Background: an optimization exercise with open tools, aiming at small area and a short achievable clock period. Do not read the settings as production practice.
At most, simulation tests tie the RTL to the original design; equivalence was not proved.
The RTL of run 1 was laid out without a check of its function.
Power is estimated from default activity; no workload was simulated.

==> flow/design.v, too long to show whole: its modules and the start of the top module <==
// module divmodder: 2503 lines
module divmodder #(parameter WIDTH = 32, parameter LATENCY = 4) (
  input clock, input reset,
  input [WIDTH-1:0] in1, input [WIDTH-1:0] in2,
  output [WIDTH-1:0] div, output [WIDTH-1:0] mod);
  // ...
==> flow/flow/run.sh <==
#!/bin/bash
# The standard layout, with plain buf_1 cells as the port buffers
# (instead of the default delay-buffer cells), and timing repair asked
# to leave a setup margin, so that it speeds up the critical paths.
set -euo pipefail
bash standard.sh "BUFFER_PORTS_ARGS=-buffer_cell sky130_fd_sc_hd__buf_1" "SETUP_SLACK_MARGIN=65" finish > standard.log 2>&1
==> flow/standard.sh <==
#!/bin/bash
# synth_recipe.tcl (not shown) runs the flow's synth.tcl, then flattens the netlist and writes it again
# the make line also repeats each setting of config.mk as NAME=value (left out here)
make -C /OpenROAD-flow-scripts/flow DESIGN_CONFIG=/design/flow/config.mk WORK_HOME=/design/flow/orfs CLKGATE_MAP_FILE= SYNTH_SCRIPT=/design/flow/synth_recipe.tcl "${@:-finish}"
==> flow/config.mk <==
export PLATFORM = sky130hd
export DESIGN_NAME = divmodder
export DESIGN_NICKNAME = divmodder
export VERILOG_FILES = /design/flow/design.v
export SDC_FILE = /design/flow/constraint.sdc
export NUM_CORES = 4
export LEC_CHECK = 0
export ABC_AREA = 1
export CAP_MARGIN = 20
export CORE_MARGIN = 2
export CORE_UTILIZATION = 40
export SLEW_MARGIN = 20
==> flow/constraint.sdc <==
create_clock -name core_clock -period 85.0 [get_ports {clock}]
set_input_delay 17.0000 -clock core_clock [delete_from_list [all_inputs] [get_ports {clock}]]
set_output_delay 17.0000 -clock core_clock [all_outputs]
set_load 0.01 [all_outputs]
==> impl_results.md, run 1 <==
- DP Worst Slack: 61.82 ns
- LEAKAGE: 21.6 nW
- Worst-path clk slew: 0.08 ns
- Power Density: 15.7 nW/um2
- Status: finished clean
- Most frequent cells in the layout: nand2_1, inv_1, nand3_1
- Multi-input gate share of total cell area: 0.652
- DRC Markers: 0
- DRT antenna net count: 0
- Syn-to-layout area delta: 18.5%
- H-tree depth: 2
- NonClk Buf Share: 0.0593
- Initial antenna violation count: 4
- Final net count: 6090
- Synth async-reset ratio: 0
- Cell Area, Synth: 35600 um2
- Via count: 33004
- Share of the synthesized area in the top cell type: 0.183
- Clock Latency Late Sink: 0.64 ns
- Met1 Use GR: 0.264
- Die area: 91500 um2
- Diode count: 1
- Tapcell count: 1165
- CTS buffer count: 40
- Actual slew at the worst max-slew pin: 0.819 ns
- CP startpoint: s4_a$_DFF_P_
- Initial drt markers: 1602
- Finished Cell Area: 42200 um2
- GPL Wtd Cong: 0.882
- Post-cts sizing count: 199
- Syn_nets: 5781
- #FFs+latches synth: 326
- Signal inverters: 691
- Buffers outside the clock class: 335
- Largest class: multi-input combinational cells
- Portion of netlist area occupied by mux cells: 0.000562
- Wire length on met3: 3.62 mm
- Worst Path Arrival: 3.54 ns
- Non-Filler Instances: 6597
- Crit path max-delay cell type: fa_2
- Most numerous cell in the Yosys netlist: nand2_1
- Slowest stage delay, CP: 0.35 ns
- Post-synth top cells: nand2_1, inv_1, nand3_1, ha_1, dfxtp_1
- Crit Path Class: flop to primary output
==> inputs of run 2 (changes only) <==
--- a/flow/design.v
+++ b/flow/design.v
@@ -2315,27 +2315,19 @@
   wire P30_74 = P30_59 & P30_53;
   wire G30_75 = G30_60 | (P30_60 & G30_53);
   wire P30_75 = P30_60 & P30_53;
   wire [31:0] bw30 = {G30_75, G30_74, G30_73, G30_72, G30_71, G30_70, G30_69, G30_68, G30_67, G30_66, G30_65, G30_64, G30_63, G30_62, G30_61, G30_53, G30_52, G30_51, G30_50, G30_49, G30_48, G30_47, G30_46, G30_34, G30_33, G30_32, G30_31, G30_17, G30_16, G30_1, gg30[0], 1'b0};
   wire [30:0] df30 = ~pg30 ^ bw30[30:0];
   wire ge30 = ~bw30[31] & ~hi30;
   wire [30:0] r31 = ge30 ? df30 : t30;
   wire [30:0] q31 = {q30, ge30};
-  reg [31:0] s4_d;
-  always @(posedge clock) s4_d <= s3_d;
-  reg [0:0] s4_a;
-  always @(posedge clock) s4_a <= s3_a[0:0];
-  reg [30:0] s4_r;
-  always @(posedge clock) s4_r <= r31;
-  reg [30:0] s4_q;
-  always @(posedge clock) s4_q <= q31;
-  wire [31:0] t31 = {s4_r, s4_a[0]};
+  wire [31:0] t31 = {r31, s3_a[0]};
   wire hi31 = 1'b0;
-  wire [31:0] dd31 = s4_d[31:0];
+  wire [31:0] dd31 = s3_d[31:0];
   wire [31:0] pg31 = ~(t31 ^ dd31);
   wire [31:0] gg31 = ~t31 & dd31;
   wire G31_1 = gg31[1] | (pg31[1] & gg31[0]);
   wire P31_1 = pg31[1] & pg31[0];
   wire G31_2 = gg31[3] | (pg31[3] & gg31[2]);
   wire P31_2 = pg31[3] & pg31[2];
   wire G31_3 = gg31[5] | (pg31[5] & gg31[4]);
   wire P31_3 = pg31[5] & pg31[4];
@@ -2491,13 +2483,18 @@
   wire P31_78 = P31_62 & P31_56;
   wire G31_79 = G31_63 | (P31_63 & G31_56);
   wire P31_79 = P31_63 & P31_56;
   wire G31_80 = G31_64 | (P31_64 & G31_56);
   wire P31_80 = P31_64 & P31_56;
   wire [32:0] bw31 = {G31_80, G31_79, G31_78, G31_77, G31_76, G31_75, G31_74, G31_73, G31_72, G31_71, G31_70, G31_69, G31_68, G31_67, G31_66, G31_65, G31_56, G31_55, G31_54, G31_53, G31_52, G31_51, G31_50, G31_49, G31_36, G31_35, G31_34, G31_33, G31_18, G31_17, G31_1, gg31[0], 1'b0};
   wire [31:0] df31 = ~pg31 ^ bw31[31:0];
   wire ge31 = ~bw31[32] & ~hi31;
-  wire [31:0] r32 = ge31 ? df31 : t31;
-  wire [31:0] q32 = {s4_q, ge31};
-  assign div = q32;
-  assign mod = r32;
+  wire [31:0] q32 = {q31, ge31};
+  reg [31:0] s4_t;
+  always @(posedge clock) s4_t <= t31;
+  reg [31:0] s4_df;
+  always @(posedge clock) s4_df <= df31;
+  reg [31:0] s4_q;
+  always @(posedge clock) s4_q <= q32;
+  assign div = s4_q;
+  assign mod = (s4_q[0] ? s4_df : s4_t);
 endmodule
==> run 2 against run 1 <==
Synthesized cell count shrank 0.22%. Largest cell class unchanged. Still clean on timing, DRC and antenna. Utilization grew 0.25 points. Combinational power fell by about 10%. Synthesized area rose by 0.78%.
==> impl_results.md, run 2 <==
- Most frequent cells in the layout: nand2_1, inv_1, nand3_1 (unchanged)
- Cell Area, Synth: 35900 um2 (was 35600 um2)
- Wire per inst: 15.1 um (was 14.9 um)
- Most frequent CP cell: inv_1 (was nand2_2)
- DRT antenna net count: 0 (unchanged)
- Crit path max-delay cell type: fa_1 (was fa_2)
- CTS Hold Bufs: 0 (unchanged)
- Most numerous cell in the Yosys netlist: nand2_1 (unchanged)
- Core area: 88600 um2 (was 88400 um2)
- Unique masters post-synth: 70 (was 69)
- Internal: 0.000400 W (about the same)
- Port bufs: 128 (unchanged)
- Max Root-Sink Buffers: 3 (unchanged)
- Syn-to-layout area delta: 18.5% (about the same)
- Clock Latency Late Sink: 0.62 ns (was 0.64 ns)
- WL final: 99.4 mm (was 98.4 mm)
- GR Util met2: 0.363 (was 0.365)
- DRC Markers: 0 (unchanged)
- Vias in the first global route: 31486 (was 31020)
- Synth area leader: dfxtp_1 (unchanged)
- Relative slew slack: 0.501 (was 0.449)
- Die width: 304 um (was 302 um)
- Final min period: 19.13 ns (was 20.54 ns)
- GRT Util Overall: 0.206 (was 0.207)
- Synth async-reset ratio: 0 (unchanged)
- Largest net degree at the start of global routing: 42 (was 45)
- Initial drt markers: 1651 (was 1602)
- Crit start category: flop (unchanged)
- Post-synth top cells: nand2_1, inv_1, nand3_1, ha_1, dfxtp_1 (unchanged)
- Commonest non-fill, non-tap cell in the layout: nand2_1 (unchanged)
- HP Class: flop to flop (unchanged)
- Logic pwr share: 0.427 (was 0.468)
- Power Density: 15.3 nW/um2 (was 15.7 nW/um2)
- Sink Count: 327 (was 326)
- LEAKAGE: 21.6 nW (about the same)
- Worst Path Arrival: 19.64 ns (was 3.54 ns)
- Psw: 0.000249 W (was 0.000262 W)
- Initial antenna violation count: 4 (unchanged)
- R2R depth: 126 (was 121)
- Clock power share: 0.290 (was 0.267)
- Final net count: 6078 (was 6090)
- Min-Delay Path Depth: 0 (unchanged)
- Number of fill cells: 8773 (was 8867)
- Layer with the highest usage: met2 (unchanged)
- Diode count: 0 (was 1)
- CTS buffer count: 41 (was 40)
- Crit Path Class: flop to flop (was flop to primary output)
- # IOs: 130 (unchanged)
- Fmax achieved: 52.3 MHz (was 48.7 MHz)
- Die Ht: 304 um (was 302 um)
- Status: finished clean (unchanged)
- Syn_nets: 5770 (was 5781)
- Area contributors post-synth: dfxtp_1, ha_1, nand2_1, fa_1, nand3_1 (was dfxtp_1, ha_1, nand2_1, nand3_1, fa_1)
- Die area: 92200 um2 (was 91500 um2)
- Worst-path fanout max: 8 (was 7)
- Final setup viols: 0 (unchanged)
- H-tree depth: 2 (unchanged)
- RSZ-0062 raised after global routing: no (was yes)
- Sequential area share after synthesis: 0.182 (was 0.183)
- Share of the synthesized area in the top cell type: 0.182 (was 0.183)
- Switching power share of the total: 0.384 (was 0.396)
- Slowest stage delay, CP: 0.44 ns (was 0.35 ns)
- WP data required: 85.51 ns (was 68.00 ns)
- Initial Util: 0.405 (was 0.403)
- Met3 global-route usage: 0.0242 (was 0.0212)
- Vias per inst: 5.02 (was 5.00)
- Worst Skew: 0.0325 ns (was 0.0575 ns)
- Worst VDD drop: 0.0000153 V (was 0.0000185 V)
- #FFs+latches synth: 327 (was 326)
- Site Rows: 109 (unchanged)
- First-pass GRT wire length: 157 mm (was 154 mm)
- Reg power frac: 0.283 (was 0.265)
- Post-layout util: 0.480 (was 0.478)
- Layout cells sized above 1: 0.172 (was 0.154)
- Synth Warn #: 1 (unchanged)
- Mean area per synthesized cell: 7.06 um2 (was 6.99 um2)
- GPL Wtd Cong: 0.895 (was 0.882)
- Via count: 33070 (was 33004)
- Post-Synthesis Cells: 5083 (was 5094)
- Aggregate global routing overflow: 0 (unchanged)
- Root Driver: clkbuf_16 (unchanged)
- CTS tree: yes (unchanged)
- Actual slew at the worst max-slew pin: 0.742 ns (was 0.819 ns)
- Final critical-path share of the clock period: 0.225 (was 0.242)
- Setup TNS Final: 0 ns (unchanged)
- Met1 Use GR: 0.265 (was 0.264)
- Hold Violations, Final: 0 (unchanged)
- Slew Viols, Final: 0 (unchanged)
- Critical Path End Type: flop (was primary output)
- Worst-path clk slew: 0.06 ns (was 0.08 ns)
- Synth Flop Type: dfxtp_1 (unchanged)
- Max cap viols: 0 (unchanged)
- DP Wirelength: 74.6 mm (was 74.2 mm)
- Pre-antenna DRT Iters: 6 (was 5)
- EDFF count, synth: 0 (unchanged)
-- run 2: worst paths after layout --
check                          end  slack (ns)              from
hold reg to reg   s4_q[23]$_DFF_P_        0.32  s3_q[14]$_DFF_P_
setup reg to reg   s2_q[0]$_DFF_P_       65.87  s1_a[29]$_DFF_P_
hold / removal    s4_q[23]$_DFF_P_        0.32  s3_q[14]$_DFF_P_
setup / recovery   s2_q[0]$_DFF_P_       65.87  s1_a[29]$_DFF_P_
-- run 2: cells by family after synthesis --
logic type / share of synthesized area
AO/OA/AOI/OAI: 0.0994
multiplexers: 0.0103
flip-flops: 0.182
AND/OR/NAND/NOR: 0.314
XOR/XNOR: 0.0646
adder cells (fa/ha/maj): 0.243
buffers and inverters: 0.0861
-- run 2: routing by layer --
metal  part of all wire  vias up
li1                   -    17223
met1               0.46    15162
met2               0.47      552
met3              0.040      133
met4              0.026        0
met5                  0        -
-- run 2: critical path: cells and delay by family, from the launching register on --
family          cells  cell delay (ns)
flops               1             0.33
simple gates       55             7.46
compound gates     23             3.38
buf+inv            31             3.16
fa+ha+maj          17             4.65
-- run 2: final cells by class --
cell class                      count  area [um2]  share of cell area
Sequential cell                   327        6610               0.155
Timing Repair Buffer              344        2590              0.0608
Multi-Input combinational cell   4002       27800               0.653
Tap cell                         1165        1460              0.0342
Inverter                          671        2640              0.0620
Clock buffer                       47        1100              0.0258
Clock inverter                     24         368             0.00864
Timing Repair inverter              4        27.5            0.000647
-- run 2: through the flow --
stage,total power [W],std cells,hold WS [ns],setup WS [ns],instance area [um2]
global route,0.000704,6584,0.330,64.72,42600
CTS,0.000639,6452,0.326,65.00,40000
finish,0.000650,6584,0.324,65.87,42600
detailed placement,0.000440,6311,0.312,61.93,37500
floorplan,0.000383,5083,0.310,66.10,35900
global placement,0.000434,6311,0.309,62.09,37500
-- run 2: what timing repair did --
action                                  in CTS  in global routing
endpoints found under the setup margin     104                 71
gates resized for setup                    125                358
pin swaps                                   20                104
gates cloned                                12                 16
buffers inserted                            58                116
hold endpoints to repair                     0                  0
-- run 2: power groups by stage --
stage | Sequential (W) | Clock [W] | Combinational [W]
4_1_cts | 0.000184 | 0.000196 | 0.000260
6_report | 0.000184 | 0.000189 | 0.000278
5_1_grt | 0.000185 | 0.000201 | 0.000317
3_3_place_gp | 0.000186 | 0 | 0.000248
2_1_floorplan | 0.000183 | 0 | 0.000201
3_5_place_dp | 0.000187 | 0 | 0.000253
==> inputs of run 3 (changes only) <==
--- a/flow/config.mk
+++ b/flow/config.mk
@@ -9,4 +9,5 @@
 export CAP_MARGIN = 20
 export CORE_MARGIN = 2
 export CORE_UTILIZATION = 40
+export CTS_BUF_LIST = sky130_fd_sc_hd__clkbuf_4 sky130_fd_sc_hd__clkbuf_8
 export SLEW_MARGIN = 20
==> run 3 against run 2 <==
First-iteration DRC count grew 1.5%. Synthesized area stayed put. Global-route usage about the same. Via count is 0.70% higher. Total power hardly changed. Setup slack worse by 0.0070 ns. Highest routed layer unchanged. Fmax about the same. Critical endpoint is now s2_r[9]$_DFF_P_. Still clean. Largest cell class unchanged.
==> impl_results.md, run 3 <==
- # IOs: 130 (unchanged)
- Vias per inst: 5.02 (about the same)
- Status: finished clean (unchanged)
- Adder-Cell Fraction of Synth Area: 0.243 (unchanged)
- Aggregate global routing overflow: 0 (unchanged)
- Area contributors post-synth: dfxtp_1, ha_1, nand2_1, fa_1, nand3_1 (unchanged)
- Portion of netlist area occupied by mux cells: 0.0103 (unchanged)
- Port bufs: 128 (unchanged)
- Slew Viols, Final: 0 (unchanged)
- Hold Crit Endpoint: s4_q[30]$_DFF_P_ (was s4_q[23]$_DFF_P_)
- Fmax achieved: 52.2 MHz (was 52.3 MHz)
- Synth area leader: dfxtp_1 (unchanged)
- Initial Util: 0.405 (unchanged)
- Family with the most delay on the worst path: simple AND/OR/NAND/NOR gates (unchanged)
- LEAKAGE: 21.7 nW (was 21.6 nW)
- Final setup viols: 0 (unchanged)
- Most frequent cells in the layout: nand2_1, inv_1, nand3_1 (unchanged)
- Min-Delay Path Depth: 0 (unchanged)
- Mean area per synthesized cell: 7.06 um2 (unchanged)
- Syn-to-layout area delta: 19.1% (was 18.5%)
- Via count: 33301 (was 33070)
- Die area: 92200 um2 (unchanged)
- Post-Synthesis Cells: 5083 (unchanged)
- Max Root-Sink Buffers: 3 (unchanged)
- Final min period: 19.14 ns (was 19.13 ns)
- RSZ-0062 raised after global routing: no (unchanged)
- Hold WS: 0.320 ns (was 0.324 ns)
- Sink Count: 327 (unchanged)
- Power Density: 15.2 nW/um2 (was 15.3 nW/um2)
- Core area: 88600 um2 (unchanged)
- Register area: 6610 um2 (about the same)
- Hold Violations, Final: 0 (unchanged)
- Synth Warn #: 1 (unchanged)
- GRT Util Overall: 0.206 (about the same)
- DP Worst Slack: 61.93 ns (unchanged)
- Sequential area share after synthesis: 0.182 (unchanged)
- Reg2reg start: s1_a[29]$_DFF_P_ (unchanged)
- Crit Reg-Reg Endpoint: s2_r[9]$_DFF_P_ (was s2_q[0]$_DFF_P_)
- Synth Area in Compound Gates: 0.0994 (unchanged)
- Clock Latency Late Sink: 0.76 ns (was 0.62 ns)
- Slowest stage delay, CP: 0.44 ns (about the same)
- CTS tree: yes (unchanged)
- R2R depth: 130 (was 126)
- Simple-gate area share of the yosys netlist: 0.314 (unchanged)
- R2r setup slk: 65.86 ns (was 65.87 ns)
- Worst Skew: 0.0725 ns (was 0.0325 ns)
- Synth async-reset ratio: 0 (unchanged)
- Unique masters post-synth: 70 (unchanged)
- #FFs+latches synth: 327 (unchanged)
- H-tree depth: 2 (unchanged)
- Post-synth top cells: nand2_1, inv_1, nand3_1, ha_1, dfxtp_1 (unchanged)
- Worst-path clk slew: 0.06 ns (about the same)
- DRC Markers: 0 (unchanged)
- Min setup slack post-route: 65.86 ns (was 65.87 ns)
- Relative slew slack: 0.516 (was 0.501)
- Multi-input logic area: 27800 um2 (about the same)
- DRT antenna net count: 0 (unchanged)
- Crit start category: flop (unchanged)
- Largest net degree at the start of global routing: 42 (unchanged)
- Actual slew at the worst max-slew pin: 0.724 ns (was 0.742 ns)
- Final critical-path share of the clock period: 0.225 (about the same)
- Buf/Inv on CP: 28 (was 31)
- Most numerous cell in the Yosys netlist: nand2_1 (unchanged)
- Layout cells sized above 1: 0.179 (was 0.172)
- First-pass GRT wire length: 157 mm (about the same)
- Critical Path End Type: flop (unchanged)
- Crit path max-delay cell type: fa_1 (unchanged)
- DP Wirelength: 74.6 mm (unchanged)
- Initial drt markers: 1675 (was 1651)
- Worst Path Arrival: 19.83 ns (was 19.64 ns)
- EDFF count, synth: 0 (unchanged)
- Pre-antenna DRT Iters: 8 (was 6)
- Wire per inst: 15.0 um (was 15.1 um)
- Switching power share of the total: 0.381 (was 0.384)
- Logic pwr share: 0.427 (about the same)
- Worst Hold Launch: s3_q[21]$_DFF_P_ (was s3_q[14]$_DFF_P_)
- Syn_nets: 5770 (unchanged)
- Internal: 0.000403 W (was 0.000400 W)
- Site Rows: 109 (unchanged)
- Vias in the first global route: 31627 (was 31486)
- Share of the synthesized area in the top cell type: 0.182 (unchanged)
- Max cap viols: 0 (unchanged)
- Root Driver: clkbuf_8 (was clkbuf_16)
- Die width: 304 um (unchanged)
- WL final: 99.6 mm (was 99.4 mm)
- Initial antenna violation count: 6 (was 4)
- Final net count: 6101 (was 6078)
- Reg power frac: 0.282 (was 0.283)
- Psw: 0.000248 W (was 0.000249 W)
- Worst-path fanout max: 8 (unchanged)
- Main combinational cell family by area after synthesis: simple AND/OR/NAND/NOR gates (unchanged)
- CTS buffer count: 59 (was 41)
- HP Class: flop to flop (unchanged)
- Commonest non-fill, non-tap cell in the layout: nand2_1 (unchanged)
- Die Ht: 304 um (unchanged)
- Tot Pwr: 0.000650 W (about the same)
- Crit Path Class: flop to flop (unchanged)
- Worst VDD drop: 0.0000152 V (was 0.0000153 V)
- Cell Area, Synth: 35900 um2 (unchanged)
- Post-layout util: 0.482 (was 0.480)
- Clock power share: 0.291 (was 0.290)
- WP data required: 85.69 ns (was 85.51 ns)
- Setup TNS Final: 0 ns (unchanged)
- GPL Wtd Cong: 0.895 (unchanged)
- Synth Flop Type: dfxtp_1 (unchanged)
- Synth Area in XOR/XNOR: 0.0646 (unchanged)
- Number of fill cells: 8779 (was 8773)
## run 3: logic make-up (layout without fill, tap and decap cells)
group                    count (synthesis)  after routing
multiplexers                            33             33
AO/OA/AOI/OAI                          595            595
other                                    0              3
flip-flops                             327            327
XOR/XNOR                               265            265
buffers and inverters                  764           1133
AND/OR/NAND/NOR                       2478           2488
adder cells (fa/ha/maj)                621            621
## run 3: area by class of cell
| cell class | instances | share of cell area |
|---|---|---|
| Inverter | 671 | 0.0618 |
| Timing Repair inverter | 4 | 0.000644 |
| Tap cell | 1165 | 0.0341 |
| Multi-Input combinational cell | 4002 | 0.650 |
| Sequential cell | 327 | 0.155 |
| Antenna cell | 3 | 0.000176 |
| Timing Repair Buffer | 349 | 0.0629 |
| Clock buffer | 83 | 0.0256 |
| Clock inverter | 26 | 0.0105 |
## run 3: through the flow
step | cells | instance area (um2)
floorplan | 5083 | 35900
global placement | 6311 | 37500
detailed placement | 6311 | 37500
CTS | 6489 | 40000
global route | 6630 | 42800
finish | 6630 | 42800
## run 3: per-layer routing
layer | vias up | wire, um | track usage
met5 | - | 0 | 0
met2 | 612 | 47200 | 0.363
li1 | 17266 | - | -
met3 | 136 | 4260 | 0.0236
met4 | 0 | 2580 | 0.0546
met1 | 15287 | 45600 | 0.265
## run 3: worst max path at each step
stage                              to              from  cells past startpoint  slack (ns)
floorplan             s1_r[0]$_DFF_P_           in2[18]                     14       66.10
global placement    s4_df[29]$_DFF_P_   s3_d[2]$_DFF_P_                    124       62.09
detailed placement  s4_df[29]$_DFF_P_   s3_d[2]$_DFF_P_                    124       61.93
CTS                 s4_df[23]$_DFF_P_   s3_d[0]$_DFF_P_                    127       64.99
global route          s2_r[7]$_DFF_P_  s1_a[29]$_DFF_P_                    136       64.72
finish                s2_r[9]$_DFF_P_  s1_a[29]$_DFF_P_                    130       65.86
## run 3: repair_timing
item | CTS | global route
resized for setup | 124 | 359
setup endpoints to repair | 104 | 71
cloned | 11 | 18
pin swaps | 16 | 105
hold buffers | 0 | 0
buffers inserted | 58 | 120
## run 3: power by group through the flow
stage | Clock, W | Sequential [W] | Combinational [W]
after floorplan | 0 | 0.000183 | 0.000201
after global placement | 0 | 0.000186 | 0.000248
after detailed placement | 0 | 0.000187 | 0.000253
after CTS | 0.000196 | 0.000184 | 0.000260
after global routing | 0.000203 | 0.000185 | 0.000317
final | 0.000189 | 0.000184 | 0.000278
==> inputs of run 4 (changes only) <==
--- a/flow/config.mk
+++ b/flow/config.mk
@@ -9,5 +9,6 @@
 export CAP_MARGIN = 20
 export CORE_MARGIN = 2
 export CORE_UTILIZATION = 40
-export CTS_BUF_LIST = sky130_fd_sc_hd__clkbuf_4 sky130_fd_sc_hd__clkbuf_8
+export CTS_BUF_LIST = sky130_fd_sc_hd__clkbuf_8
+export CTS_CLUSTER_SIZE = 30
 export SLEW_MARGIN = 20
==> run 4 against run 3 <==
Wire length barely moved. Clock skew about the same. Register-to-register slack is essentially flat. Flip-flop and latch count unchanged. Synthesized area did not move. Hold slack about the same. Combinational power about the same. Via count about the same. Sequential share of layout area is essentially flat. Synthesized cell count unchanged. Global-route usage about the same. Sequential power is essentially flat. Highest routed layer unchanged.
==> impl_results.md, run 4 <==
- Synth async-reset ratio: 0 (unchanged)
- Aggregate global routing overflow: 0 (unchanged)
- Worst Hold Launch: s3_q[21]$_DFF_P_ (unchanged)
- Slowest stage delay, CP: 0.44 ns (about the same)
- Slew Viols, Final: 0 (unchanged)
- RSZ-0062 raised after global routing: no (unchanged)
- Synth Warn #: 1 (unchanged)
- Largest net degree at the start of global routing: 42 (unchanged)
- Site Rows: 109 (unchanged)
- Port bufs: 128 (unchanged)
- Commonest non-fill, non-tap cell in the layout: nand2_1 (unchanged)
- Initial Util: 0.405 (unchanged)
- Root Driver: clkbuf_8 (unchanged)
- # IOs: 130 (unchanged)
- GRT Util Overall: 0.206 (about the same)
- Die width: 304 um (unchanged)
- Crit start category: flop (unchanged)
- Synth Flop Type: dfxtp_1 (unchanged)
- Crit path max-delay cell type: fa_1 (unchanged)
- R2R depth: 130 (unchanged)
- Max Root-Sink Buffers: 3 (unchanged)
- Reg2reg start: s1_a[29]$_DFF_P_ (unchanged)
- Die Ht: 304 um (unchanged)
- DP Worst Slack: 61.93 ns (unchanged)
- Share of the synthesized area in the top cell type: 0.182 (unchanged)
- R2r setup slk: 65.86 ns (about the same)
- Die area: 92200 um2 (unchanged)
- Layout cells sized above 1: 0.178 (was 0.179)
- Power Density: 15.1 nW/um2 (was 15.2 nW/um2)
- Initial antenna violation count: 6 (unchanged)
- Setup TNS Final: 0 ns (unchanged)
- WL final: 99.5 mm (was 99.6 mm)
- Clock Latency Late Sink: 0.76 ns (about the same)
- H-tree depth: 2 (unchanged)
- Core area: 88600 um2 (unchanged)
- First-pass GRT wire length: 157 mm (about the same)
- Mean area per synthesized cell: 7.06 um2 (unchanged)
- Most frequent cells in the layout: nand2_1, inv_1, nand3_1 (unchanged)
- Sequential area share after synthesis: 0.182 (unchanged)
- Final setup viols: 0 (unchanged)
- EDFF count, synth: 0 (unchanged)
- Worst VDD drop: 0.0000152 V (about the same)
- DP Wirelength: 74.6 mm (unchanged)
- Unique masters post-synth: 70 (unchanged)
- DRC Markers: 0 (unchanged)
- CP startpoint: s1_a[29]$_DFF_P_ (unchanged)
- Final net count: 6102 (was 6101)
- Post-synth top cells: nand2_1, inv_1, nand3_1, ha_1, dfxtp_1 (unchanged)
- Final min period: 19.14 ns (about the same)
- Final critical-path share of the clock period: 0.225 (about the same)
- Syn_nets: 5770 (unchanged)
- Number of fill cells: 8774 (was 8779)
- Actual slew at the worst max-slew pin: 0.761 ns (was 0.724 ns)
- Relative slew slack: 0.492 (was 0.516)
- HP Class: flop to flop (unchanged)
- Syn-to-layout area delta: 19.0% (was 19.1%)
- Worst Skew: 0.0723 ns (was 0.0725 ns)
- Max cap viols: 0 (unchanged)
- Via count: 33304 (was 33301)
- Vias in the first global route: 31637 (was 31627)
- WP data required: 85.69 ns (about the same)
- Cell Area, Synth: 35900 um2 (unchanged)
- Post-Synthesis Cells: 5083 (unchanged)
- Critical Path End Type: flop (unchanged)
- CTS Hold Bufs: 0 (unchanged)
- DRT antenna net count: 0 (unchanged)
- Hold Violations, Final: 0 (unchanged)
- Crit Path Class: flop to flop (unchanged)
- #FFs+latches synth: 327 (unchanged)
- GPL Wtd Cong: 0.895 (unchanged)
- Status: finished clean (unchanged)
- Synth area leader: dfxtp_1 (unchanged)
- LEAKAGE: 21.7 nW (about the same)
- CTS tree: yes (unchanged)
- Min setup slack post-route: 65.86 ns (about the same)
- Post-layout util: 0.482 (about the same)
- Vias per inst: 5.02 (about the same)
- Worst Path Arrival: 19.83 ns (about the same)
- Initial drt markers: 1698 (was 1675)
- Wire per inst: 15.0 um (about the same)
- Hold Crit Endpoint: s4_q[30]$_DFF_P_ (unchanged)
- Fmax achieved: 52.3 MHz (was 52.2 MHz)
- Min-Delay Path Depth: 0 (unchanged)
- Pre-antenna DRT Iters: 6 (was 8)
- Most numerous cell in the Yosys netlist: nand2_1 (unchanged)
- Sink Count: 327 (unchanged)
- Crit Reg-Reg Endpoint: s2_r[9]$_DFF_P_ (unchanged)
- Worst-path clk slew: 0.06 ns (about the same)
- Worst-path fanout max: 8 (unchanged)
- Area contributors post-synth: dfxtp_1, ha_1, nand2_1, fa_1, nand3_1 (unchanged)
- CTS buffer count: 59 (unchanged)
run 4: cell counts after synthesis:
No cell type changed its count.
run 4: worst max path at each step:
stage / depth (start not counted) / endpoint / slack [ns]
floorplan: 14 / s1_r[0]$_DFF_P_ / 66.10
global placement: 124 / s4_df[29]$_DFF_P_ / 62.09
detailed placement: 124 / s4_df[29]$_DFF_P_ / 61.93
CTS: 127 / s4_df[29]$_DFF_P_ / 65.00
global route: 136 / s2_r[7]$_DFF_P_ / 64.72
finish: 130 / s2_r[9]$_DFF_P_ / 65.86
run 4: cell type report:
| cell class | count | area [um2] | area share |
|---|---|---|---|
| clock buffer | 75 | 1030 | 0.0242 |
| sequential | 327 | 6610 | 0.155 |
| antenna | 4 | 10.0 | 0.000234 |
| timing repair buffer | 350 | 2700 | 0.0631 |
| timing repair inverter | 4 | 27.5 | 0.000644 |
| inverter | 671 | 2640 | 0.0618 |
| multi-input combinational | 4002 | 27800 | 0.650 |
| clock inverter | 34 | 479 | 0.0112 |
| tap | 1165 | 1460 | 0.0341 |
run 4: metal layers:
layer | up-vias | GRT usage | part of all wire
met4 | 0 | 0.0547 | 0.027
li1 | 17273 | - | -
met1 | 15288 | 0.265 | 0.46
met3 | 147 | 0.0236 | 0.040
met2 | 596 | 0.362 | 0.47
met5 | - | 0 | 0
run 4: report_power, final:
group	switching, W	internal (W)
sequential	0.0000115	0.000172
clock	0.0000744	0.000111
combinational	0.000162	0.000116
run 4: logic make-up after synthesis:
family	Yosys count	synth area share
and+or+nand+nor	2478	0.314
buffers and inverters	764	0.0861
xor gates and xnor gates	265	0.0646
AOI/OAI and AO/OA	595	0.0994
DFF	327	0.182
muxes	33	0.0103
adders and majority gates	621	0.243
run 4: critical path, delay by kind of cell (launching register included):
| kind | cells | cell delay [ns] |
|---|---|---|
| buffers and inverters | 28 | 2.84 |
| DFF | 1 | 0.33 |
| and+or+nand+nor | 59 | 7.28 |
| AOI/OAI and AO/OA | 25 | 3.76 |
| adders and majority gates | 18 | 4.87 |
run 4: timing repair:
item | 4_1_cts | 5_1_grt
pin swaps | 16 | 108
endpoints found under the setup margin | 104 | 71
gates cloned | 11 | 18
buffers inserted | 58 | 121
resized for setup | 124 | 361
run 4: through the flow:
stage	area [um2]	total power, W	hold slack [ns]	cells
after floorplan	35900	0.000383	0.310	5083
after global placement	37500	0.000434	0.309	6311
after detailed placement	37500	0.000440	0.312	6311
after CTS	40000	0.000635	0.325	6489
after global routing	42700	0.000702	0.330	6631
final	42700	0.000647	0.320	6632
==> inputs of run 5 (changes only) <==
--- a/flow/config.mk
+++ b/flow/config.mk
@@ -8,7 +8,5 @@
 export ABC_AREA = 1
 export CAP_MARGIN = 20
 export CORE_MARGIN = 2
-export CORE_UTILIZATION = 40
-export CTS_BUF_LIST = sky130_fd_sc_hd__clkbuf_8
-export CTS_CLUSTER_SIZE = 30
+export CORE_UTILIZATION = 55
 export SLEW_MARGIN = 20
==> run 5 against run 4 <==
Sequential share of layout area rose by 0.25 points. First-iteration DRC count rose by 18%. Non-clock buffer count rose by 5. Clock skew fell by 0.051 ns. Total power fell by 2.6%. Setup slack got worse by 0.094 ns. Flip-flop and latch count did not move. Largest cell class unchanged. Largest power group unchanged. Sequential power barely moved. Fmax fell by 0.49%.
==> impl_results.md, run 5 <==
- Setup TNS Final: 0 ns (unchanged)
- Worst-path clk slew: 0.06 ns (about the same)
- DRC Markers: 0 (unchanged)
- Most numerous cell in the Yosys netlist: nand2_1 (unchanged)
- CTS Hold Bufs: 0 (unchanged)
- Fmax achieved: 52.0 MHz (was 52.3 MHz)
- Area contributors post-synth: dfxtp_1, ha_1, nand2_1, fa_1, nand3_1 (unchanged)
- Synth area leader: dfxtp_1 (unchanged)
- Sequential area share after synthesis: 0.182 (unchanged)
- Via count: 33695 (was 33304)
- Core area: 64500 um2 (was 88600 um2)
- Worst-path fanout max: 20 (was 8)
- Final net count: 6086 (was 6102)
- Unique masters post-synth: 70 (unchanged)
- Initial drt markers: 2011 (was 1698)
- Commonest non-fill, non-tap cell in the layout: nand2_1 (unchanged)
- Wire per inst: 16.4 um (was 15.0 um)
- #FFs+latches synth: 327 (unchanged)
- Hold WS: 0.321 ns (was 0.320 ns)
- HP Class: flop to flop (unchanged)
- Aggregate global routing overflow: 0 (unchanged)
- H-tree depth: 2 (unchanged)
- Power Density: 15.0 nW/um2 (was 15.1 nW/um2)
- Die width: 260 um (was 304 um)
- R2r setup slk: 65.94 ns (was 65.86 ns)
- Actual slew at the worst max-slew pin: 0.916 ns (was 0.761 ns)
- Vias in the first global route: 30859 (was 31637)
- GR Util met2: 0.501 (was 0.362)
- Layout cells sized above 1: 0.166 (was 0.178)
- Initial Util: 0.557 (was 0.405)
- Min setup slack post-route: 65.77 ns (was 65.86 ns)
- Status: finished clean (unchanged)
- Final critical-path share of the clock period: 0.226 (was 0.225)
- First-pass GRT wire length: 157 mm (about the same)
- Relative slew slack: 0.384 (was 0.492)
- Max cap viols: 0 (unchanged)
- Root Driver: clkbuf_16 (was clkbuf_8)
- Slew Viols, Final: 0 (unchanged)
- Met3 global-route usage: 0.0329 (was 0.0236)
- WP data required: 68.00 ns (was 85.69 ns)
- Synth Flop Type: dfxtp_1 (unchanged)
- CTS buffer count: 39 (was 59)
- Cell Area, Synth: 35900 um2 (unchanged)
- Most frequent cells in the layout: nand2_1, inv_1, nand3_1 (unchanged)
- Synth async-reset ratio: 0 (unchanged)
- GPL Wtd Cong: 0.886 (was 0.895)
- Die area: 67300 um2 (was 92200 um2)
- CTS tree: yes (unchanged)
- Post-Synthesis Cells: 5083 (unchanged)
- Max Root-Sink Buffers: 3 (unchanged)
- Hold Violations, Final: 0 (unchanged)
- Initial antenna violation count: 6 (unchanged)
- Port bufs: 128 (unchanged)
- Syn-to-layout area delta: 17.0% (was 19.0%)
- # IOs: 130 (unchanged)
- DRT antenna net count: 0 (unchanged)
- Synth Warn #: 1 (unchanged)
- Sink Count: 327 (unchanged)
- DP Wirelength: 76.3 mm (was 74.6 mm)
- Site Rows: 93 (was 109)
- Die Ht: 260 um (was 304 um)
- Crit start category: flop (unchanged)
- DP Worst Slack: 61.53 ns (was 61.93 ns)
- Critical Path End Type: primary output (was flop)
- Largest net degree at the start of global routing: 69 (was 42)
- Layer with the highest usage: met2 (unchanged)
- RSZ-0062 raised after global routing: no (unchanged)
- Met1 Use GR: 0.384 (was 0.265)
- EDFF count, synth: 0 (unchanged)
- Worst Skew: 0.0217 ns (was 0.0723 ns)
- Final setup viols: 0 (unchanged)
- GRT Util Overall: 0.290 (was 0.206)
- Vias per inst: 5.36 (was 5.02)
- Syn_nets: 5770 (unchanged)
- Pre-antenna DRT Iters: 6 (unchanged)
- Post-synth top cells: nand2_1, inv_1, nand3_1, ha_1, dfxtp_1 (unchanged)
- Clock Latency Late Sink: 0.59 ns (was 0.76 ns)
- Worst Path Arrival: 2.23 ns (was 19.83 ns)
- Crit Path Class: flop to primary output (was flop to flop)
- Worst VDD drop: 0.0000188 V (was 0.0000152 V)
- WL final: 103 mm (was 99.5 mm)
- Final min period: 19.23 ns (was 19.14 ns)
- Share of the synthesized area in the top cell type: 0.182 (unchanged)
- LEAKAGE: 21.6 nW (was 21.7 nW)
- Mean area per synthesized cell: 7.06 um2 (unchanged)
[run 5: cell counts after synthesis]
No cell type changed its count.
[run 5: final timing paths]
kind	startpoint	end	cells past startpoint
worst min register to register	s3_q[16]$_DFF_P_	s4_q[25]$_DFF_P_	0
worst max register to register	s1_a[29]$_DFF_P_	s2_r[8]$_DFF_P_	122
worst min-delay path	s3_q[16]$_DFF_P_	s4_q[25]$_DFF_P_	0
worst max-delay path	s4_q[0]$_DFF_P_	mod[24]	3
[run 5: worst max-delay path, cell delays in order (launching register included)]
cell     delay, ns
dfxtp_1       0.71
buf_4         0.38
mux2_2        0.42
buf_1         0.14
[run 5: what timing repair did]
item                                    4_1_cts  5_1_grt
hold endpoints to repair                      0        0
gates resized for setup                     134      297
endpoints found under the setup margin      104       70
setup buffers                                50      126
cloned                                       10       23
pin swaps                                    15      107
[run 5: logic make-up (layout without fill, tap and decap cells)]
logic type	after synthesis	after routing	synth area share
AOI/OAI and AO/OA	595	596	0.0994
and+or+nand+nor	2478	2488	0.314
other	0	1	0
muxes	33	33	0.0103
xor gates and xnor gates	265	265	0.0646
adders and majority gates	621	621	0.243
DFF	327	327	0.182
buffers and inverters	764	1096	0.0861
[run 5: area by class of cell]
type	count	area, um2
inverters	671	2630
multi-input cells	4003	27600
clock buffers	48	1080
flip-flops and latches	327	6610
repair buffers	355	2790
diodes	1	2.50
well taps	855	1070
fillers	5959	22400
clock inverters	20	211
repair inverters	2	12.5
[run 5: power breakdown]
group / total [W] / internal [W] / switching, W
logic: 0.000276 / 0.000115 / 0.000162
clock network: 0.000170 / 0.0000997 / 0.0000700
registers: 0.000184 / 0.000172 / 0.0000125
total: 0.000630 / 0.000386 / 0.000244
[run 5: metal layers]
layer / vias to the layer above / routed length (um)
met5: - / 0
met4: 0 / 2470
met3: 160 / 5500
met2: 759 / 49200
met1: 15542 / 46000
li1: 17234 / -
[run 5: per-stage QoR]
step	cells	utilization	total power, W	cell area, um2
4_1_cts	6132	0.611	0.000618	39400
3_5_place_dp	6004	0.576	0.000441	37100
2_1_floorplan	5083	-	0.000383	35900
5_1_grt	6281	0.652	0.000682	42000
6_report	6282	0.652	0.000630	42000
3_3_place_gp	6004	0.576	0.000437	37100
==> inputs of run 6 (changes only) <==
--- a/flow/config.mk
+++ b/flow/config.mk
@@ -5,7 +5,6 @@
 export SDC_FILE = /design/flow/constraint.sdc
 export NUM_CORES = 4
 export LEC_CHECK = 0
-export ABC_AREA = 1
 export CAP_MARGIN = 20
 export CORE_MARGIN = 2
 export CORE_UTILIZATION = 55
==> run 6 against run 5 <==
Hold slack worse by 0.0015 ns. Utilization is 14 points higher. Sequential power barely moved. Synthesized cell count fell by 18%. Largest power group unchanged.
==> impl_results.md, run 6 <==
- Sequential area share after synthesis: 0.185 (was 0.182)
- Most frequent cells in the layout: buf_4, ha_1, dfxtp_1 (was nand2_1, inv_1, nand3_1)
- Power Density: 15.2 nW/um2 (was 15.0 nW/um2)
- Worst-path clk slew: 0.06 ns (about the same)
- GPL Wtd Cong: 0.907 (was 0.886)
- Vias in the first global route: 33944 (was 30859)
- Initial Util: 0.558 (was 0.557)
- Max Root-Sink Buffers: 3 (unchanged)
- Finished Cell Area: 50000 um2 (was 42000 um2)
- Min-Delay Path Depth: 0 (unchanged)
- WL final: 129 mm (was 103 mm)
- EDFF count, synth: 0 (unchanged)
- Final critical-path share of the clock period: 0.254 (was 0.226)
- CTS buffer count: 39 (unchanged)
- Post-Synthesis Cells: 4168 (was 5083)
- Largest net degree at the start of global routing: 26 (was 69)
- Worst Hold Launch: s1_a[5]$_DFF_P_ (was s3_q[16]$_DFF_P_)
- Initial drt markers: 2890 (was 2011)
- Worst-path fanout max: 8 (was 20)
- Die Ht: 258 um (was 260 um)
- Relative slew slack: 0.364 (was 0.384)
- Port bufs: 128 (unchanged)
- Max cap viols: 0 (unchanged)
- Reg2reg start: s3_a[8]$_DFF_P_ (was s1_a[29]$_DFF_P_)
- Clock Latency Late Sink: 0.61 ns (was 0.59 ns)
- Final net count: 5636 (was 6086)
- Root Driver: clkbuf_16 (unchanged)
- R2R depth: 107 (was 122)
- Initial antenna violation count: 6 (unchanged)
- Site Rows: 92 (was 93)
- Sink Count: 327 (unchanged)
- Unique masters post-synth: 117 (was 70)
- Layout cells sized above 1: 0.346 (was 0.166)
- Slew Viols, Final: 0 (unchanged)
- HP Class: flop to flop (unchanged)
- Crit start category: flop (unchanged)
- H-tree depth: 2 (unchanged)
- Area contributors post-synth: dfxtp_1, ha_1, fa_1, xnor2_1, a21oi_1 (was dfxtp_1, ha_1, nand2_1, fa_1, nand3_1)
- Share of the synthesized area in the top cell type: 0.185 (was 0.182)
- Setup TNS Final: 0 ns (unchanged)
- Final setup viols: 0 (unchanged)
- RSZ-0062 raised after global routing: yes (was no)
- Area after DPL: 37500 um2 (was 37100 um2)
- DRT antenna net count: 0 (unchanged)
- Aggregate global routing overflow: 0 (unchanged)
- Die width: 258 um (was 260 um)
- Synth async-reset ratio: 0 (unchanged)
- Vias per inst: 6.26 (was 5.36)
- Core area: 63300 um2 (was 64500 um2)
- Actual slew at the worst max-slew pin: 0.953 ns (was 0.916 ns)
- Mean area per synthesized cell: 8.48 um2 (was 7.06 um2)
- Tot Pwr: 0.000761 W (was 0.000630 W)
- Synth Warn #: 1 (unchanged)
- Hold WS: 0.320 ns (was 0.321 ns)
- Worst Skew: 0.0287 ns (was 0.0217 ns)
- Fmax achieved: 46.3 MHz (was 52.0 MHz)
- # IOs: 130 (unchanged)
- Crit path max-delay cell type: or4_4 (was dfxtp_1)
- Syn_nets: 4855 (was 5770)
- Hold Violations, Final: 0 (unchanged)
- DP Wirelength: 79.5 mm (was 76.3 mm)
- Syn-to-layout area delta: 41.5% (was 17.0%)
- Synth area leader: dfxtp_1 (unchanged)
- LEAKAGE: 21.5 nW (was 21.6 nW)
- Slowest stage delay, CP: 0.56 ns (was 0.71 ns)
- GRT Util Overall: 0.345 (was 0.290)
- Final min period: 21.58 ns (was 19.23 ns)
- Most frequent CP cell: a21oi_4
- CTS tree: yes (unchanged)
- Worst Path Arrival: 22.12 ns (was 2.23 ns)
- Commonest non-fill, non-tap cell in the layout: buf_4 (was nand2_1)
- Critical Path End Type: flop (was primary output)
- CP startpoint: s3_a[8]$_DFF_P_ (was s4_q[0]$_DFF_P_)
- WP data required: 85.54 ns (was 68.00 ns)
- Most numerous cell in the Yosys netlist: ha_1 (was nand2_1)
- Pre-antenna DRT Iters: 8 (was 6)
- First-pass GRT wire length: 184 mm (was 157 mm)
- Via count: 36491 (was 33695)
- Wire per inst: 22.1 um (was 16.4 um)
- Post-synth top cells: ha_1, dfxtp_1, inv_1, nand2_1, nor2_1 (was nand2_1, inv_1, nand3_1, ha_1, dfxtp_1)
- DRC Markers: 0 (unchanged)
- Status: finished clean (unchanged)
- Die area: 66300 um2 (was 67300 um2)
- Crit Path Class: flop to flop (was flop to primary output)
- Synth Flop Type: dfxtp_1 (unchanged)
- Worst VDD drop: 0.0000178 V (was 0.0000188 V)
- Cell Area, Synth: 35400 um2 (was 35900 um2)
- #FFs+latches synth: 327 (unchanged)
## run 6: final cells by class
class	count	area (um2)
multi-input combinational	3425	32700
clock inverter	21	285
fill	4144	13300
inverter	327	1450
clock buffer	50	1080
tap	846	1060
antenna	3	7.51
timing repair inverter	10	100
timing repair buffer	819	6740
sequential	327	6660
## run 6: cell families after synthesis
family,Yosys count,share of synthesized area
XOR/XNOR,275,0.0681
buffers and inverters,426,0.0494
AO/OA/AOI/OAI,1199,0.232
AND/OR/NAND/NOR,1117,0.157
multiplexers,203,0.0617
flip-flops,327,0.185
adder cells (fa/ha/maj),621,0.247
## run 6: worst paths after layout
| kind | to | slack, ns |
|---|---|---|
| worst min register to register | s2_a[5]$_DFF_P_ | 0.32 |
| worst min-delay path | s2_a[5]$_DFF_P_ | 0.32 |
| worst max-delay path | s4_df[26]$_DFF_P_ | 63.42 |
| worst max register to register | s4_df[26]$_DFF_P_ | 63.42 |
## run 6: power by group
group	internal (W)	leakage [nW]	switching, W
Sequential	0.000173	2.74	0.0000145
Clock	0.000104	0.670	0.0000760
Combinational	0.000190	18.1	0.000204
Total	0.000467	21.5	0.000294
## run 6: critical path, delay by kind of cell (launching register included)
family          cells  cell delay (ns)
mux                 2             0.43
flops               1             0.37
fa+ha+maj          10             2.56
compound gates     56            12.09
buf+inv            20             2.76
simple gates       19             3.25
## run 6: through the flow
step / util / cells / setup WS [ns]
2_1_floorplan: - / 4168 / 64.79
3_3_place_gp: 0.593 / 5079 / 58.02
3_5_place_dp: 0.593 / 5079 / 58.04
4_1_cts: 0.720 / 5598 / 64.14
5_1_grt: 0.790 / 5825 / 62.83
6_report: 0.790 / 5828 / 63.42
## run 6: per-layer routing
metal	vias up	wire (um)	part of all wire	global-route usage
met5	-	0	0	0
met4	0	6610	0.051	0.133
met3	497	10100	0.078	0.0597
met2	1629	60000	0.47	0.578
met1	17497	52000	0.40	0.444
li1	16868	-	-	-
## run 6: what timing repair did
item / CTS / global route
pin swaps: 251 / 363
buffers inserted: 415 / 219
endpoints found under the setup margin: 107 / 95
hold buffers: 0 / 0
resized for setup: 607 / 535
cloned: 33 / 8
==> inputs of run 7 (changes only) <==
--- a/flow/config.mk
+++ b/flow/config.mk
@@ -5,7 +5,8 @@
 export SDC_FILE = /design/flow/constraint.sdc
 export NUM_CORES = 4
 export LEC_CHECK = 0
-export CAP_MARGIN = 20
+export ABC_AREA = 1
+export CAP_MARGIN = 0
 export CORE_MARGIN = 2
 export CORE_UTILIZATION = 55
-export SLEW_MARGIN = 20
+export SLEW_MARGIN = 0
==> run 7 against run 6 <==
Highest routed layer unchanged. Hold slack gained 0.0015 ns. Critical path type is now flop to primary output. Cell area decreased by 16%. Still clean. Utilization is 14 points lower.
==> impl_results.md, run 7 <==
- DRT antenna net count: 0 (unchanged)
- Aggregate global routing overflow: 0 (unchanged)
- Cell Area, Synth: 35900 um2 (was 35400 um2)
- Share of the synthesized area in the top cell type: 0.182 (was 0.185)
- Synth Warn #: 1 (unchanged)
- Most numerous cell in the Yosys netlist: nand2_1 (was ha_1)
- Post-Synthesis Cells: 5083 (was 4168)
- Worst Path Arrival: 2.23 ns (was 22.12 ns)
- Slowest stage delay, CP: 0.71 ns (was 0.56 ns)
- Vias per inst: 5.36 (was 6.26)
- Worst Skew: 0.0217 ns (was 0.0287 ns)
- Clock Latency Late Sink: 0.59 ns (was 0.61 ns)
- Slew Viols, Final: 0 (unchanged)
- Hold Violations, Final: 0 (unchanged)
- Relative slew slack: 0.384 (was 0.364)
- Post-synth top cells: nand2_1, inv_1, nand3_1, ha_1, dfxtp_1 (was ha_1, dfxtp_1, inv_1, nand2_1, nor2_1)
- Commonest non-fill, non-tap cell in the layout: nand2_1 (was buf_4)
- Die Ht: 260 um (was 258 um)
- Wire per inst: 16.4 um (was 22.1 um)
- Syn-to-layout area delta: 17.0% (was 41.5%)
- Final min period: 19.23 ns (was 21.58 ns)
- Sink Count: 327 (unchanged)
- Power Density: 15.0 nW/um2 (was 15.2 nW/um2)
- Final setup viols: 0 (unchanged)
- Worst VDD drop: 0.0000188 V (was 0.0000178 V)
- Via count: 33695 (was 36491)
- Non-Filler Instances: 6282 (was 5828)
- Core area: 64500 um2 (was 63300 um2)
- Crit start category: flop (unchanged)
- WL final: 103 mm (was 129 mm)
- Final critical-path share of the clock period: 0.226 (was 0.254)
- Initial antenna violation count: 6 (unchanged)
- CTS tree: yes (unchanged)
- Fmax achieved: 52.0 MHz (was 46.3 MHz)
- Buf/Inv on CP: 2 (was 20)
- First-pass GRT wire length: 157 mm (was 184 mm)
- Vias in the first global route: 30859 (was 33944)
- CTS buffer count: 39 (unchanged)
- H-tree depth: 2 (unchanged)
- Max cap viols: 0 (unchanged)
- Root Driver: clkbuf_16 (unchanged)
- Synth async-reset ratio: 0 (unchanged)
- Die area: 67300 um2 (was 66300 um2)
- Initial drt markers: 2011 (was 2890)
- Crit path max-delay cell type: dfxtp_1 (was or4_4)
- Pre-antenna DRT Iters: 6 (was 8)
- Crit Path Class: flop to primary output (was flop to flop)
- LEAKAGE: 21.6 nW (was 21.5 nW)
- Met1 Wirelength: 46.0 mm (was 52.0 mm)
- Syn_nets: 5770 (was 4855)
- Site Rows: 93 (was 92)
- Sequential area share after synthesis: 0.182 (was 0.185)
- Most frequent cells in the layout: nand2_1, inv_1, nand3_1 (was buf_4, ha_1, dfxtp_1)
- DP Wirelength: 76.3 mm (was 79.5 mm)
- Max Used Layer: met4 (unchanged)
- EDFF count, synth: 0 (unchanged)
- CTS Hold Bufs: 0 (unchanged)
- Synth Flop Type: dfxtp_1 (unchanged)
- HP Class: flop to flop (unchanged)
- Mean area per synthesized cell: 7.06 um2 (was 8.48 um2)
- Area contributors post-synth: dfxtp_1, ha_1, nand2_1, fa_1, nand3_1 (was dfxtp_1, ha_1, fa_1, xnor2_1, a21oi_1)
- DRC Markers: 0 (unchanged)
- GPL Wtd Cong: 0.886 (was 0.907)
- RSZ-0062 raised after global routing: no (was yes)
- Actual slew at the worst max-slew pin: 0.916 ns (was 0.953 ns)
- Port bufs: 128 (unchanged)
- Hold WS: 0.321 ns (was 0.320 ns)
- #FFs+latches synth: 327 (unchanged)
- Synth area leader: dfxtp_1 (unchanged)
- Initial Util: 0.557 (was 0.558)
- Cell Chain, Critical Path: buf_4 > mux2_2 > buf_1
- Number of fill cells: 5959 (was 4144)
- Unique masters post-synth: 70 (was 117)
- Die width: 260 um (was 258 um)
- Status: finished clean (unchanged)
- Critical Path End Type: primary output (was flop)
- Final net count: 6086 (was 5636)
- # IOs: 130 (unchanged)
- Cells after DPL: 6004 (was 5079)
- Worst-path clk slew: 0.06 ns (about the same)
- Met2 WL: 49.2 mm (was 60.0 mm)
- Layout cells sized above 1: 0.166 (was 0.346)
- Largest net degree at the start of global routing: 69 (was 26)
- Worst-path fanout max: 20 (was 8)
- Max Root-Sink Buffers: 3 (unchanged)
- Family with the most delay on the worst path: flip-flops (was compound AO/OA/AOI/OAI gates)
- WP data required: 68.00 ns (was 85.54 ns)
- Setup TNS Final: 0 ns (unchanged)
- GRT Util Overall: 0.290 (was 0.345)
- Wire length on met3: 5.50 mm (was 10.1 mm)
==> run 7: metal layers <==
layer  track usage  up-vias
li1              -    17234
met1         0.384    15542
met2         0.501      759
met3        0.0329      160
met4        0.0769        0
met5             0        -
==> run 7: power by group <==
group	leakage [nW]	internal (W)	switching, W	total, W
clock network	0.630	0.0000997	0.0000700	0.000170
logic	18.2	0.000115	0.000162	0.000276
registers	2.74	0.000172	0.0000125	0.000184
==> run 7: through the flow <==
stage                     worst slack (ns)  power (W)  cell area, um2   util
after floorplan                      66.10   0.000383           35900      -
after global placement               61.55   0.000437           37100  0.576
after detailed placement             61.53   0.000441           37100  0.576
after CTS                            65.00   0.000618           39400  0.611
after global routing                 64.72   0.000682           42000  0.652
final                                65.77   0.000630           42000  0.652
==> run 7: kinds of logic after synthesis <==
| family | count (synthesis) | synth area share |
|---|---|---|
| and+or+nand+nor | 2478 | 0.314 |
| buffers and inverters | 764 | 0.0861 |
| adders and majority gates | 621 | 0.243 |
| AOI/OAI and AO/OA | 595 | 0.0994 |
| DFF | 327 | 0.182 |
| xor gates and xnor gates | 265 | 0.0646 |
| muxes | 33 | 0.0103 |
==> run 7: area by class of cell <==
cell class,instances,area [um2],share of cell area
Clock buffer,48,1080,0.0257
Clock inverter,20,211,0.00503
Multi-Input combinational cell,4003,27600,0.657
Timing Repair inverter,2,12.5,0.000298
Tap cell,855,1070,0.0255
Inverter,671,2630,0.0627
Antenna cell,1,2.50,0.0000595
Timing Repair Buffer,355,2790,0.0665
Sequential cell,327,6610,0.157
==> run 7: worst reg2reg max path: cells and delay by family, from the launching register on <==
kind	cells	cell delay, ns
adder cells (fa/ha/maj)	18	4.90
AND/OR/NAND/NOR	61	8.00
buffers and inverters	20	1.97
flip-flops	1	0.31
AO/OA/AOI/OAI	23	3.83
==> run 7: worst paths after layout <==
path / cells after the start / slack, ns / endpoint / start
setup / recovery: 3 / 65.77 / mod[24] / s4_q[0]$_DFF_P_
hold / removal: 0 / 0.32 / s4_q[25]$_DFF_P_ / s3_q[16]$_DFF_P_
setup reg to reg: 122 / 65.94 / s2_r[8]$_DFF_P_ / s1_a[29]$_DFF_P_
hold reg to reg: 0 / 0.32 / s4_q[25]$_DFF_P_ / s3_q[16]$_DFF_P_
==> run 7: timing repair <==
action                     in CTS  in global routing
buffers inserted               50                126
setup endpoints to repair     104                 70
pin swaps                      15                107
resized for setup             134                297
cloned                         10                 23
==> inputs of run 8 (changes only) <==
==> flow/flow/run.sh (replaced) <==
#!/bin/bash
# The standard layout, with plain buf_1 cells as the port buffers
# (instead of the default delay-buffer cells), and timing repair asked
# to leave a setup margin, so that it speeds up the critical paths.
set -euo pipefail
bash standard.sh "BUFFER_PORTS_ARGS=-buffer_cell sky130_fd_sc_hd__buf_1" "SETUP_SLACK_MARGIN=67" finish > standard.log 2>&1
--- a/flow/config.mk
+++ b/flow/config.mk
@@ -6,7 +6,7 @@
 export NUM_CORES = 4
 export LEC_CHECK = 0
 export ABC_AREA = 1
-export CAP_MARGIN = 0
+export CAP_MARGIN = 20
 export CORE_MARGIN = 2
-export CORE_UTILIZATION = 55
-export SLEW_MARGIN = 0
+export CORE_UTILIZATION = 40
+export SLEW_MARGIN = 20
==> run 8 against run 7 <==
Largest power group unchanged. Critical endpoint is now s2_r[8]$_DFF_P_. Highest routed layer unchanged. Register-to-register slack got worse by 0.17 ns. Hold slack got worse by 0.0045 ns. Fmax about the same. Critical path type is now flop to flop.
==> impl_results.md, run 8 <==
- Crit path max-delay cell type: fa_1 (was dfxtp_1)
- Synth area leader: dfxtp_1 (unchanged)
- H-tree depth: 2 (unchanged)
- Final net count: 6410 (was 6086)
- Worst Path Arrival: 19.82 ns (was 2.23 ns)
- Hold Crit Endpoint: s3_q[15]$_DFF_P_ (was s4_q[25]$_DFF_P_)
- Syn_nets: 5770 (unchanged)
- DP Worst Slack: 61.88 ns (was 61.53 ns)
- Hold Violations, Final: 0 (unchanged)
- Initial Util: 0.405 (was 0.557)
- Most numerous cell in the Yosys netlist: nand2_1 (unchanged)
- EDFF count, synth: 0 (unchanged)
- Crit Reg-Reg Endpoint: s2_r[8]$_DFF_P_ (unchanged)
- DRC Markers: 0 (unchanged)
- Commonest non-fill, non-tap cell in the layout: nand2_1 (unchanged)
- Sink Count: 327 (unchanged)
- WP data required: 85.59 ns (was 68.00 ns)
- Syn-to-layout area delta: 37.8% (was 17.0%)
- RSZ-0062 raised after global routing: yes (was no)
- GPL Wtd Cong: 0.887 (was 0.886)
- Family with the most delay on the worst path: simple AND/OR/NAND/NOR gates (was flip-flops)
- Worst Skew: 0.0311 ns (was 0.0217 ns)
- CTS tree: yes (unchanged)
- Actual slew at the worst max-slew pin: 0.877 ns (was 0.916 ns)
- Slew Viols, Final: 0 (unchanged)
- Most frequent cells in the layout: nand2_1, inv_1, nand3_1 (unchanged)
- Buf/Inv on CP: 45 (was 2)
- Clock Latency Late Sink: 0.65 ns (was 0.59 ns)
- Via count: 36095 (was 33695)
- Max cap viols: 0 (unchanged)
- Worst VDD drop: 0.0000178 V (was 0.0000188 V)
- Wire per inst: 17.0 um (was 16.4 um)
- Site Rows: 109 (was 93)
- Critical Path End Type: flop (was primary output)
- GRT Util Overall: 0.231 (was 0.290)
- Synth Warn #: 1 (unchanged)
- Crit Path Class: flop to flop (was flop to primary output)
- DP Wirelength: 76.3 mm (about the same)
- Synth Flop Type: dfxtp_1 (unchanged)
- Core area: 88600 um2 (was 64500 um2)
- Power Density: 14.7 nW/um2 (was 15.0 nW/um2)
- Initial drt markers: 2271 (was 2011)
- Worst-path fanout max: 8 (was 20)
- Min setup slack post-route: 65.77 ns (about the same)
- Status: finished clean (unchanged)
- Layout cells sized above 1: 0.324 (was 0.166)
- HP Class: flop to flop (unchanged)
- Die area: 92200 um2 (was 67300 um2)
- DRT antenna net count: 0 (unchanged)
- R2R depth: 136 (was 122)
- Largest net degree at the start of global routing: 56 (was 69)
- Final min period: 19.23 ns (about the same)
- Cell Area, Synth: 35900 um2 (unchanged)
- R2r setup slk: 65.77 ns (was 65.94 ns)
- LEAKAGE: 24.5 nW (was 21.6 nW)
- First-pass GRT wire length: 173 mm (was 157 mm)
- WL final: 118 mm (was 103 mm)
- Slowest stage delay, CP: 0.45 ns (was 0.71 ns)
- Aggregate global routing overflow: 0 (unchanged)
- #FFs+latches synth: 327 (unchanged)
- Setup TNS Final: 0 ns (unchanged)
- Crit start category: flop (unchanged)
- Root Driver: clkbuf_16 (unchanged)
- Post-Synthesis Cells: 5083 (unchanged)
- Reg2reg start: s1_a[29]$_DFF_P_ (unchanged)
- Sequential area share after synthesis: 0.182 (unchanged)
- CTS buffer count: 41 (was 39)
- Worst Hold Launch: s2_q[6]$_DFF_P_ (was s3_q[16]$_DFF_P_)
- Min-Delay Path Depth: 0 (unchanged)
- Port bufs: 128 (unchanged)
- Pre-antenna DRT Iters: 5 (was 6)
- Vias per inst: 5.22 (was 5.36)
- Area contributors post-synth: dfxtp_1, ha_1, nand2_1, fa_1, nand3_1 (unchanged)
- Vias in the first global route: 33431 (was 30859)
- Mean area per synthesized cell: 7.06 um2 (unchanged)
- Initial antenna violation count: 2 (was 6)
- Fmax achieved: 52.0 MHz (about the same)
- Relative slew slack: 0.415 (was 0.384)
- Final critical-path share of the clock period: 0.226 (about the same)
- Final setup viols: 0 (unchanged)
- # IOs: 130 (unchanged)
- Most frequent CP cell: buf_4
- Max Root-Sink Buffers: 3 (unchanged)
- Post-synth top cells: nand2_1, inv_1, nand3_1, ha_1, dfxtp_1 (unchanged)
- Share of the synthesized area in the top cell type: 0.182 (unchanged)
- Die Ht: 304 um (was 260 um)
- Worst-path clk slew: 0.06 ns (about the same)
- Unique masters post-synth: 70 (unchanged)
- Synth async-reset ratio: 0 (unchanged)
- Die width: 304 um (was 260 um)
run 8: per-layer routing:
layer	vias up	part of all wire	GRT usage	routed length [um]
li1	17911	-	-	-
met3	253	0.049	0.0240	5780
met1	16990	0.44	0.295	51400
met2	941	0.48	0.406	56300
met4	0	0.036	0.0739	4180
met5	-	0	0	0
run 8: worst max path at each step:
| stage | slack [ns] | to | depth (start not counted) | start |
|---|---|---|---|---|
| 2_1_floorplan | 66.25 | s1_r[0]$_DFF_P_ | 14 | in2[18] |
| 3_3_place_gp | 62.08 | s3_r[8]$_DFF_P_ | 143 | s2_d[0]$_DFF_P_ |
| 3_5_place_dp | 61.88 | s3_r[8]$_DFF_P_ | 143 | s2_d[0]$_DFF_P_ |
| 4_1_cts | 66.28 | mod[13] | 3 | s4_q[0]$_DFF_P_ |
| 5_1_grt | 65.00 | s2_r[8]$_DFF_P_ | 140 | s1_a[29]$_DFF_P_ |
| 6_report | 65.77 | s2_r[8]$_DFF_P_ | 136 | s1_a[29]$_DFF_P_ |
run 8: timing repair:
action	4_1_cts	5_1_grt
pin swaps	206	347
setup buffers	283	201
hold buffers	0	0
setup endpoints to repair	173	142
gates cloned	34	14
gates resized for setup	649	747
run 8: worst register-to-register path, delay by kind of cell (launching register included):
| kind | cells | cell delay [ns] |
|---|---|---|
| compound gates | 20 | 3.32 |
| fa+ha+maj | 15 | 4.23 |
| buf+inv | 45 | 4.40 |
| flops | 1 | 0.33 |
| simple gates | 56 | 6.85 |
run 8: per-stage QoR:
step | hold WS, ns | area, um2 | total power, W | util | std cells
2_1_floorplan | 0.310 | 36200 | 0.000386 | - | 5083
3_3_place_gp | 0.311 | 37700 | 0.000436 | 0.426 | 6313
3_5_place_dp | 0.312 | 37700 | 0.000441 | 0.426 | 6313
4_1_cts | 0.308 | 44300 | 0.000673 | 0.500 | 6704
5_1_grt | 0.323 | 49500 | 0.000782 | 0.558 | 6919
6_report | 0.317 | 49500 | 0.000729 | 0.558 | 6920
run 8: area by class of cell:
cell class / instances / area [um2]
fill: 7981 / 39200
multi-input combinational: 4005 / 31000
sequential: 327 / 6670
timing repair buffer: 668 / 6140
inverter: 671 / 2740
tap: 1165 / 1460
clock buffer: 50 / 1070
clock inverter: 24 / 325
timing repair inverter: 9 / 70.1
antenna: 1 / 2.50
run 8: power by group:
group          switching (W)  leakage [nW]  internal (W)  total, W
logic               0.000194          21.0      0.000171  0.000365
clock network      0.0000776         0.672      0.000102  0.000180
registers          0.0000120          2.75      0.000172  0.000184
run 8: kinds of logic (layout without fill, tap and decap cells):
| kind of cell | count (synthesis) | after routing | share of synthesized area |
|---|---|---|---|
| other cells | 0 | 1 | 0 |
| flops | 327 | 327 | 0.182 |
| buf+inv | 764 | 1422 | 0.0861 |
| fa+ha+maj | 621 | 621 | 0.243 |
| xor+xnor | 265 | 265 | 0.0646 |
| mux | 33 | 33 | 0.0103 |
| compound gates | 595 | 595 | 0.0994 |
| simple gates | 2478 | 2491 | 0.314 |

[static timing again, ports no longer ideal]
Ports are ideal in the flow. The routed layouts listed here were re-timed in OpenROAD. Step 1 sets driving cells, clkbuf_16 on the clock port and buf_2 on the other inputs (assumed; they add their load-dependent delay and slew). Step 2 moves the port delays by t, midway between the first and last clock arrival at a register: inputs arrive t later, outputs are due t later. That takes back most of the time a late clock gives input paths. Slacks: no drivers / after step 1 / after step 2; pairs: no drivers / after step 1.
| run | t (ns) | setup WS [ns] | clock arrival spread, ns | slew at the worst register clock pin (ns) | cell pins on the clock port's net |
|---|---|---|---|---|---|
| run 1 | 0.684 | 64.461 / 64.391 / 64.917 | 0.058 / 0.058 | 0.08 / 0.08 | 1 |
| run 2 | 0.669 | 65.867 / 65.867 / 65.569 | 0.034 / 0.034 | 0.07 / 0.07 | 1 |
| run 3 | 0.794 | 65.860 / 65.860 / 65.553 | 0.073 / 0.073 | 0.08 / 0.08 | 1 |
| run 4 | 0.795 | 65.863 / 65.863 / 65.554 | 0.072 / 0.072 | 0.08 / 0.08 | 1 |
| run 5 | 0.638 | 65.769 / 65.703 / 65.328 | 0.026 / 0.026 | 0.07 / 0.07 | 1 |
| run 6 | 0.664 | 63.416 / 63.416 / 63.416 | 0.034 / 0.034 | 0.08 / 0.08 | 1 |
| run 7 | 0.638 | 65.769 / 65.703 / 65.328 | 0.026 / 0.026 | 0.07 / 0.07 | 1 |
| run 8 | 0.695 | 65.770 / 65.770 / 65.702 | 0.036 / 0.036 | 0.06 / 0.06 | 1 |
After both steps every run listed still meets setup and hold.
